From an optimization exercise on the open Yosys and OpenROAD flow, aimed at small area; shortcuts taken in it are not production practice.
Function was checked by simulation only, so behaviour that the tests miss may differ from the original.
Power figures rest on the tool's default switching activity, not on a simulated workload.

==> flow/design.v (outline; a module is shown in full before it is edited, if it fits) <==
// module ha2n: 4 lines
// module fa3: 4 lines
// module ha2: 4 lines
// module conv1_layer: 3573 lines
module conv1_layer (
  input clk,
  input rst_n,
  input [7:0] data_in,
  output [11:0] conv_out_1, conv_out_2, conv_out_3,
  output valid_out_conv
);
  // ...
==> flow/flow/run.sh <==
#!/bin/bash
# Standard ORFS layout, with one extra step after synthesis: the combinational
# logic of the standard netlist is re-mapped by ABC for area (registers and
# adder cells are kept as synthesized), then the standard flow continues.
set -euo pipefail
R=orfs/results/$FLOW_PLATFORM/conv1_layer/base
LOGD=orfs/logs/$FLOW_PLATFORM/conv1_layer/base
bash standard.sh synth > 1_standard_synth.log 2>&1
python3 flow/clean.py $R/1_2_yosys.v pre.v > 2_clean.log 2>&1
LIB=$FLOW_HOME/platforms/sky130hd/lib/sky130_fd_sc_hd__tt_025C_1v80.lib
DU=$(grep "^abc -script" $LOGD/1_2_yosys.log | grep -o "\-dont_use [^ ]*" | tr '\n' ' ')
KEEP=$(grep -o "sky130_fd_sc_hd__\(df\|fa_\|ha_\|conb\|dl\|sdf\|edf\)[a-z0-9_]*" $R/1_2_yosys.v | sort -u | tr '\n' ' ')
sed -e "s|@LIB@|$LIB|g" -e "s|@DU@|$DU|g" -e "s|@KEEP@|$KEEP|g" -e "s|@ABCSCRIPT@|flow/abc_min.script|g" flow/post.ys.in > post.ys
yosys -s post.ys > 3_post_yosys.log 2>&1
cp $R/1_2_yosys.v 1_2_yosys.standard.v
cp post.v $R/1_2_yosys.v
rm -f $R/1_synth.odb $R/1_synth.sdc
if [[ -f flow/cts_args.txt ]]; then export CTS_ARGS="$(cat flow/cts_args.txt)"; fi
bash standard.sh finish > 4_standard_finish.log 2>&1
==> flow/flow/abc_min.script <==
strash
dch -f
map -a
topo
dnsize -c
==> flow/flow/clean.py <==
import re,sys
# Turn half adders that are not between adder cells into plain gates, so that
# the ABC run that follows can merge them into the logic around them.
src=open(sys.argv[1]).read()
refs={}; drv={}
for typ,name,body in re.findall(r'(sky130_fd_sc_hd__\w+)\s+(\S+)\s*\((.*?)\);',src,re.S):
    for p,v in re.findall(r'\.(\w+)\(([^()]*)\)',body):
        v=v.strip(); refs[v]=refs.get(v,0)+1
        if p in ('X','Y','SUM','COUT','Q','HI','LO'): drv[v]=typ
out=[];last=0;na=0;nx=0;kept=0
for m in re.finditer(r'(sky130_fd_sc_hd__ha_1)\s+(\S+)\s*\((.*?)\);',src,re.S):
    pins=dict((p,v.strip()+' ') for p,v in re.findall(r'\.(\w+)\(([^()]*)\)',m.group(3)))
    s=pins.get('SUM','').strip()
    ins=[drv.get(pins[p].strip(),'') for p in 'AB']
    nm=m.group(2).rstrip()
    if s=='' or refs.get(s,0)<=1:
        rep=f"sky130_fd_sc_hd__and2_1 {nm} (.A({pins['A']}), .B({pins['B']}), .X({pins['COUT']}));"; na+=1
    elif all(d.endswith(('fa_1','ha_1')) for d in ins):
        kept+=1; continue
    else:
        rep=(f"sky130_fd_sc_hd__xor2_1 {nm}_x (.A({pins['A']}), .B({pins['B']}), .X({pins['SUM']}));\n"
             f"  sky130_fd_sc_hd__and2_1 {nm}_a (.A({pins['A']}), .B({pins['B']}), .X({pins['COUT']}));"); nx+=1
    out.append(src[last:m.start()]); out.append(rep); last=m.end()
out.append(src[last:])
open(sys.argv[2],'w').write(''.join(out))
print('half adders: %d to and2, %d to xor2+and2, %d kept'%(na,nx,kept),file=sys.stderr)
==> flow/flow/cts_args.txt <==
-sink_clustering_enable -repair_clock_nets -dont_use_dummy_load -buf_list sky130_fd_sc_hd__clkbuf_4 -sink_clustering_size 10 -sink_clustering_max_diameter 45
==> flow/flow/post.ys.in <==
# Re-map the combinational logic of the standard synthesis netlist with ABC's
# area script. Registers, full adders and half adders stay as they are.
read_liberty -ignore_miss_func @LIB@
read_verilog pre.v
hierarchy -top conv1_layer
setattr -mod -set keep_hierarchy 1 @KEEP@
flatten
select conv1_layer
opt_clean -purge
abc -script @ABCSCRIPT@ -liberty @LIB@ @DU@ -D 10000
opt_clean -purge
splitnets
opt_clean -purge
hilomap -singleton -hicell sky130_fd_sc_hd__conb_1 HI -locell sky130_fd_sc_hd__conb_1 LO
insbuf -buf sky130_fd_sc_hd__buf_4 A X
opt_clean -purge
select -clear
select conv1_layer
stat -liberty @LIB@
check
write_verilog -noattr -nohex -nodec -selected post.v
==> flow/standard.sh <==
#!/bin/bash
# synth_recipe.tcl (not shown) runs the flow's synth.tcl, then flattens the netlist and writes it again
# the make line also repeats each setting of config.mk as NAME=value (left out here)
make -C /OpenROAD-flow-scripts/flow DESIGN_CONFIG=/design/flow/config.mk WORK_HOME=/design/flow/orfs CLKGATE_MAP_FILE= SYNTH_SCRIPT=/design/flow/synth_recipe.tcl "${@:-finish}"
==> flow/config.mk <==
export PLATFORM = sky130hd
export DESIGN_NAME = conv1_layer
export DESIGN_NICKNAME = conv1_layer
export VERILOG_FILES = /design/flow/design.v
export SDC_FILE = /design/flow/constraint.sdc
export NUM_CORES = 4
export LEC_CHECK = 0
export ABC_AREA = 1
export CAP_MARGIN = 20
export CORE_MARGIN = 2
export CORE_UTILIZATION = 65
export GPL_TIMING_DRIVEN = 0
export SLEW_MARGIN = 20
export SYNTH_HIERARCHICAL = 1
==> flow/constraint.sdc <==
create_clock -name core_clock -period 15.0 [get_ports {clk}]
set_input_delay 3.0000 -clock core_clock [delete_from_list [all_inputs] [get_ports {clk}]]
set_output_delay 3.0000 -clock core_clock [all_outputs]
set_load 0.01 [all_outputs]
==> flow_metrics.env, run 1 <==
export IMPL_status="timing/DRC/antenna clean"
export IMPL_die_area_mm2=0.0888
export IMPL_hold_path_startpoint="sr[157]$_DFF_P_"
export IMPL_nNetsFinal=6256
export IMPL_grt_antenna_before_repair=9
export IMPL_worstMarginPinSlew_ns=1.31
export IMPL_largestRegisters="sr: 1120 flops, o3: 12 flops"
export IMPL_met3_length_mm=31.3
export IMPL_p_comb_share_pct=38.7
export IMPL_startpoint="sr[441]$_DFF_P_"
export IMPL_regArea_mm2=0.0233
export IMPL_wl_met2_mm=80.9
export IMPL_postCtsHoldBufs=0
export IMPL_die_h_um=298
export IMPL_period_minus_slack_ns=11.95
export IMPL_routed_wl_mm=199
export IMPL_seq_cell_count=1164
export IMPL_p_clk_mw=1.40
export IMPL_final_common_cell="dfxtp_1"
export IMPL_tritoncts="done"
export IMPL_syn_inst=5085
export IMPL_hold_violations=0
export IMPL_path_buf_inv=6
export IMPL_cts_resized=0
export IMPL_buffers=55
export IMPL_max_stage_delay_ns=0.95
export IMPL_crit_type="flip-flop to flip-flop"
export IMPL_fp_dieW_um=298
export IMPL_cp_slowest_cell="dfxtp_1"
export IMPL_pg_seq_mw=3.30
export IMPL_crit_top_cell="fa_1"
export IMPL_relSlewSlack_pct=11.6
export IMPL_clock_latency_ns=1.19
export IMPL_crit_end="o1[9]$_DFF_P_"
export IMPL_worst_slack_ns=3.05
export IMPL_timing_hold_ws_ns=0.261
export IMPL_cp_required_ns=16.04
==> inputs of run 2 (changes only) <==
--- a/flow/config.mk
+++ b/flow/config.mk
@@ -8,7 +8,7 @@
 export ABC_AREA = 1
 export CAP_MARGIN = 20
 export CORE_MARGIN = 2
-export CORE_UTILIZATION = 65
+export CORE_UTILIZATION = 55
 export GPL_TIMING_DRIVEN = 0
 export SLEW_MARGIN = 20
 export SYNTH_HIERARCHICAL = 1
==> run 2 against run 1 <==
Effect of this change:
- count of clock-buffer cells in the layout is 5 higher
- cell area is 0.52% higher
- via count down 3.8%
- sequential power about the same
- sequential cell count did not move
- synthesized cell count unchanged
- area after synthesis unchanged
- clock skew up 0.026 ns
- clock power is essentially flat
- first-iteration DRC count fell by 24%
- critical endpoint unchanged
==> flow_metrics.env, run 2 <==
export IMPL_cts_resized=0
export IMPL_drt_iter0_drc=4561
export IMPL_clock_latency_ns=1.10
export IMPL_die_area_mm2=0.105
export IMPL_grt_antenna_before_repair=9
export IMPL_final_common_cell="dfxtp_1"
export IMPL_area_growth_pct=6.05
export IMPL_layout_drive_gt1_share_pct=3.21
export IMPL_clk_path_buf_depth=3
export IMPL_ios=47
export IMPL_crit_path_end_kind="flip-flop"
export IMPL_final_cell_mix="dfxtp_1 (1164), fa_1 (948), nor2_1 (820)"
export IMPL_grt_pass1_wl_mm=275
export IMPL_worst_slack_ns=3.13
export IMPL_htreeDepth=4
export IMPL_arrival_ns=12.78
export IMPL_syn_inst=5085
export IMPL_post_place_cells=6510
export IMPL_finClkSkew_ns=0.109
export IMPL_synth_area_per_cell_um2=11.0
export IMPL_largestRegisters="sr: 1120 flops, o3: 12 flops"
export IMPL_finalCritPeriodShare_pct=79.1
export IMPL_routed_wl_mm=196
export IMPL_p_int_mw=4.90
export IMPL_power_density_mw_per_mm2=127
export IMPL_initial_core_util_pct=55.3
export IMPL_cp_slowest_cell="dfxtp_1"
export IMPL_grt_overflow=0
export IMPL_tritoncts="done"
export IMPL_cts_root_buf="clkbuf_4"
export IMPL_relSlewSlack_pct=15.5
export IMPL_irDropWorstVdd_mv=0.174
export IMPL_io_buffer_count=46
export IMPL_setup_viol=0
export IMPL_swShare_pct=35.5
export IMPL_dp_hpwl_mm=166
export IMPL_grt_max_degree=20
export IMPL_grtUsageTotal_pct=38.5
export IMPL_slew_viol_final=0
export IMPL_hold_violations=0
export IMPL_yosys_warnings=7
export IMPL_core_area_mm2=0.102
export IMPL_postCtsHoldBufs=0
export IMPL_clkPwrFrac_pct=18.2
export IMPL_nNetsFinal=6260
export IMPL_crit_type="flip-flop to flip-flop"
export IMPL_place_congestion=1.17
export IMPL_fill_cells=8673
export IMPL_num_rows=117
export IMPL_drtPass1Iterations=12
export IMPL_cts_num_sinks=1164
export IMPL_die_h_um=324
export IMPL_pwr_share_seq_pct=43.4
export IMPL_drc_errors=0
export IMPL_netlist_area_mm2=0.0562
export IMPL_via_per_inst=5.88
export IMPL_switchingPower_mw=2.69
export IMPL_antenna_left=0
export IMPL_tns_ns=0
export IMPL_hp_class="flip-flop to flip-flop"
export IMPL_crit_top_cell="fa_1"
export IMPL_power_leakage_nw=23.2
export IMPL_regMostFlops="sr"
export IMPL_rsz0062_at_grt="no"
export IMPL_fin_cells=6671
export IMPL_maxCapViolCount=0
export IMPL_place_ws_ns=3.38
export IMPL_period_minus_slack_ns=11.87
export IMPL_numCtsBuffers=153
export IMPL_crit_path_max_fanout=8
export IMPL_worstMarginPinSlew_ns=1.26
export IMPL_cts_clk_slew_worst_paths_ns=0.10
export IMPL_largest_reg_flops=1120
export IMPL_fp_dieW_um=324
export IMPL_status="timing/DRC/antenna clean"
export IMPL_p_comb_share_pct=38.4
export IMPL_vias=39200
export IMPL_cp_required_ns=15.91
export IMPL_grt_pass1_vias=38200
export IMPL_fmax_mhz=84.3
export IMPL_start_kind="flip-flop"
export IMPL_reg2reg_slack_ns=3.13
export IMPL_max_stage_delay_ns=0.80
export IMPL_cts_setup_buffers=0
export IMPL_wl_per_cell_um=29.4
run 2: cell type report:
type | count | area, um2 | share of cell area (%)
Clock buffer | 153 | 1150 | 1.93
Sequential cell | 1164 | 23300 | 39.1
Tap cell | 1368 | 1710 | 2.87
Buffer | 7 | 41.3 | 0.0693
Multi-Input combinational cell | 3307 | 30600 | 51.3
Antenna cell | 8 | 20.0 | 0.0336
Timing Repair Buffer | 47 | 465 | 0.781
Inverter | 617 | 2320 | 3.89
run 2: worst max-delay path, delay by kind of cell (launching register included):
kind / cells / cell delay, ns
fa+ha+maj: 20 / 9.25
buf+inv: 6 / 0.81
flops: 1 / 0.80
simple gates: 2 / 0.85
run 2: metrics by stage:
stage                     total power [mW]  hold WS (ns)  utilization [%]  cell area (um2)
after floorplan                       4.77         0.310                -            56200
after global placement                6.22         0.310             57.5            58400
after detailed placement              6.23         0.312             57.5            58400
after CTS                             7.63         0.240             58.6            59500
after global routing                  7.96         0.249             58.6            59600
final                                 7.59         0.264             58.6            59600
run 2: power groups by stage:
stage	Clock (mW)	Sequential, mW	Combinational (mW)
after floorplan	0	3.37	1.40
after global placement	0	3.36	2.85
after detailed placement	0	3.37	2.86
after CTS	1.45	3.30	2.88
after global routing	1.57	3.31	3.08
final	1.38	3.30	2.91
run 2: path summary, 6_finish.rpt:
check,from,endpoint,depth (start not counted)
max,sr[441]$_DFF_P_,o1[9]$_DFF_P_,28
min,sr[614]$_DFF_P_,sr[622]$_DFF_P_,0
max reg2reg,sr[441]$_DFF_P_,o1[9]$_DFF_P_,28
min reg2reg,sr[614]$_DFF_P_,sr[622]$_DFF_P_,0
run 2: per-layer routing:
layer | global-route usage, % | vias to the layer above | part of all wire, %
met5 | 0 | - | 0.016
met4 | 24.1 | 6 | 7.7
met3 | 15.5 | 560 | 13
met2 | 53.5 | 2409 | 41
met1 | 50.2 | 19400 | 38
li1 | - | 16800 | -
==> inputs of run 3 (changes only) <==
--- a/flow/flow/run.sh
+++ b/flow/flow/run.sh
@@ -15,5 +15,6 @@
 cp $R/1_2_yosys.v 1_2_yosys.standard.v
 cp post.v $R/1_2_yosys.v
 rm -f $R/1_synth.odb $R/1_synth.sdc
+if [[ -f flow/buffer_ports_args.txt ]]; then export BUFFER_PORTS_ARGS="$(cat flow/buffer_ports_args.txt)"; fi
 if [[ -f flow/cts_args.txt ]]; then export CTS_ARGS="$(cat flow/cts_args.txt)"; fi
 bash standard.sh finish > 4_standard_finish.log 2>&1
==> flow/flow/buffer_ports_args.txt (new file) <==
-buffer_cell sky130_fd_sc_hd__buf_1
--- a/flow/config.mk
+++ b/flow/config.mk
@@ -8,7 +8,7 @@
 export ABC_AREA = 1
 export CAP_MARGIN = 20
 export CORE_MARGIN = 2
-export CORE_UTILIZATION = 55
+export CORE_UTILIZATION = 65
 export GPL_TIMING_DRIVEN = 0
 export SLEW_MARGIN = 20
 export SYNTH_HIERARCHICAL = 1
==> run 3 against run 2 <==
Effect of this change:
- global-route usage rose by 7.6 points
- count of clock-buffer cells in the layout decreased by 4
- synthesized cell count unchanged
- combinational power is 2% lower
- cell area is 0.99% lower
- final cell count is 3.4% lower
- non-clock buffer count rose by 2
- still clean
- first-iteration DRC count grew 21%
- sequential share of layout area is 0.39 points higher
- total power shrank 0.53%
- largest power group unchanged
- hold slack lost 0.018 ns
- sequential cell count unchanged
- critical endpoint unchanged
==> flow_metrics.env, run 3 <==
export IMPL_vias=40800
export IMPL_place_ws_ns=3.17
export IMPL_cp_slowest_cell="dfxtp_1"
export IMPL_largestRegisters="sr: 1120 flops, o3: 12 flops"
export IMPL_die_area_mm2=0.0888
export IMPL_io_buffer_count=46
export IMPL_maxCapViolCount=0
export IMPL_relSlewSlack_pct=8.42
export IMPL_crit_type="flip-flop to flip-flop"
export IMPL_cts_num_sinks=1164
export IMPL_irDropWorstVdd_mv=0.183
export IMPL_cp_required_ns=15.99
export IMPL_ios=47
export IMPL_nNetsFinal=6258
export IMPL_cp_top_family="adder cells"
export IMPL_antenna_left=0
export IMPL_netlist_area_mm2=0.0562
export IMPL_setup_viol=0
export IMPL_syn_inst=5085
export IMPL_routed_wl_mm=199
export IMPL_path_buf_inv=6
export IMPL_grt_antenna_before_repair=6
export IMPL_area_growth_pct=5.00
export IMPL_multi_input_area_mm2=0.0306
export IMPL_fmax_mhz=82.3
export IMPL_status="timing/DRC/antenna clean"
export IMPL_crit_path_max_fanout=8
export IMPL_max_stage_delay_ns=1.00
export IMPL_hp_class="flip-flop to flip-flop"
export IMPL_num_rows=107
export IMPL_dp_hpwl_mm=167
export IMPL_grt_overflow=0
export IMPL_worstMarginPinSlew_ns=1.36
export IMPL_die_h_um=298
export IMPL_final_common_cell="dfxtp_1"
export IMPL_worst_slack_ns=2.86
export IMPL_largest_reg_flops=1120
export IMPL_clk_path_buf_depth=3
export IMPL_regMostFlops="sr"
export IMPL_final_util_pct=69.1
export IMPL_fill_cells=6419
export IMPL_clock_latency_ns=1.20
export IMPL_via_per_inst=6.34
export IMPL_grt_pass1_vias=40800
export IMPL_period_minus_slack_ns=12.14
export IMPL_cts_setup_buffers=0
export IMPL_grtUsageTotal_pct=46.1
export IMPL_crit_top_cell="fa_1"
export IMPL_numCtsBuffers=149
export IMPL_core_area_mm2=0.0854
export IMPL_cts_resized=0
export IMPL_grt_pass1_wl_mm=283
export IMPL_cts_root_buf="clkbuf_4"
export IMPL_synth_area_per_cell_um2=11.0
export IMPL_grt_max_degree=20
export IMPL_power_density_mw_per_mm2=128
export IMPL_hold_violations=0
export IMPL_crit_path_end_kind="flip-flop"
export IMPL_htreeDepth=4
export IMPL_slew_viol_final=0
export IMPL_place_congestion=1.19
export IMPL_final_cell_mix="dfxtp_1 (1163), fa_1 (948), nor2_1 (819)"
export IMPL_fp_dieW_um=298
export IMPL_power_leakage_nw=23.0
export IMPL_drc_errors=0
export IMPL_start_kind="flip-flop"
export IMPL_regArea_mm2=0.0233
export IMPL_finalCritPeriodShare_pct=81.0
export IMPL_initial_core_util_pct=65.8
export IMPL_yosys_warnings=7
export IMPL_reg2reg_slack_ns=2.86
export IMPL_timing_hold_ws_ns=0.245
export IMPL_layout_drive_gt1_share_pct=3.19
export IMPL_drt_iter0_drc=5529
export IMPL_drtPass1Iterations=7
export IMPL_cts_clk_slew_worst_paths_ns=0.10
export IMPL_finClkSkew_ns=0.115
export IMPL_tns_ns=0
export IMPL_arrival_ns=13.14
export IMPL_postCtsHoldBufs=0
export IMPL_tritoncts="done"
export IMPL_wl_per_cell_um=30.9
export IMPL_rsz0062_at_grt="no"
run 3: final timing paths:
kind	endpoint	from	cells past startpoint
setup reg to reg	o1[9]$_DFF_P_	sr[441]$_DFF_P_	28
setup / recovery	o1[9]$_DFF_P_	sr[441]$_DFF_P_	28
hold / removal	sr[578]$_DFF_P_	sr[570]$_DFF_P_	0
hold reg to reg	sr[578]$_DFF_P_	sr[570]$_DFF_P_	0
run 3: area by class of cell:
class                           count  area share (%)
Inverter                          617            3.93
Sequential cell                  1164            39.5
Clock buffer                      149            1.90
Buffer                              7          0.0700
Tap cell                         1144            2.43
Timing Repair Buffer               49           0.327
Multi-Input combinational cell   3307            51.8
Antenna cell                        6          0.0255
run 3: worst register-to-register path, delay by kind of cell (launching register included):
family        cells  cell delay (ns)
buf+inv           6             1.05
flops             1             1.00
simple gates      2             0.75
fa+ha+maj        20             9.18
run 3: routing by layer:
metal	routed length (um)	vias up	track usage, %
li1	-	16800	-
met1	68100	19700	57.1
met5	76	-	0
met4	18800	6	33.5
met2	79600	3425	62.5
met3	32600	904	22.5
run 3: metrics by stage:
step / power (mW) / cells / area (um2)
final: 7.55 / 6443 / 59000
after global routing: 7.83 / 6442 / 59000
after detailed placement: 6.11 / 6287 / 57800
after CTS: 7.47 / 6436 / 59000
after floorplan: 4.77 / 5095 / 56200
after global placement: 6.04 / 6285 / 57800
run 3: power breakdown:
group / internal [mW] / leakage, nW / switching, mW
combinational: 1.14 / 12.8 / 1.72
sequential: 3.25 / 9.54 / 0.0529
clock: 0.457 / 0.686 / 0.935
total: 4.84 / 23.0 / 2.71

==> static timing again, ports no longer ideal <==
The results above use ideal ports. As a check the final layouts listed here were re-extracted and re-timed, cells and wires unchanged. Step 1: set_driving_cell puts a clkbuf_16 on clk and a buf_2 on each other input, an assumption about the parent block. Step 2 also shifts input and output timing later by t, the mid clock arrival at the registers, as if the neighbouring blocks saw the same clock. Three values: ideal, step 1, step 2; two values: the first two.
run	t, ns	setup slack, ns	latest minus earliest clock arrival (ns)	worst register clock-pin slew, ns	worst data-port slew with drivers (ns)
run 1	1.225	3.050 / 3.050 / 3.050	0.088 / 0.088	0.12 / 0.12	0.05
run 2	1.119	3.135 / 3.135 / 3.135	0.113 / 0.113	0.10 / 0.10	0.05
run 3	1.220	2.856 / 2.856 / 2.856	0.118 / 0.118	0.11 / 0.11	0.04
After both steps every run listed still meets setup and hold.
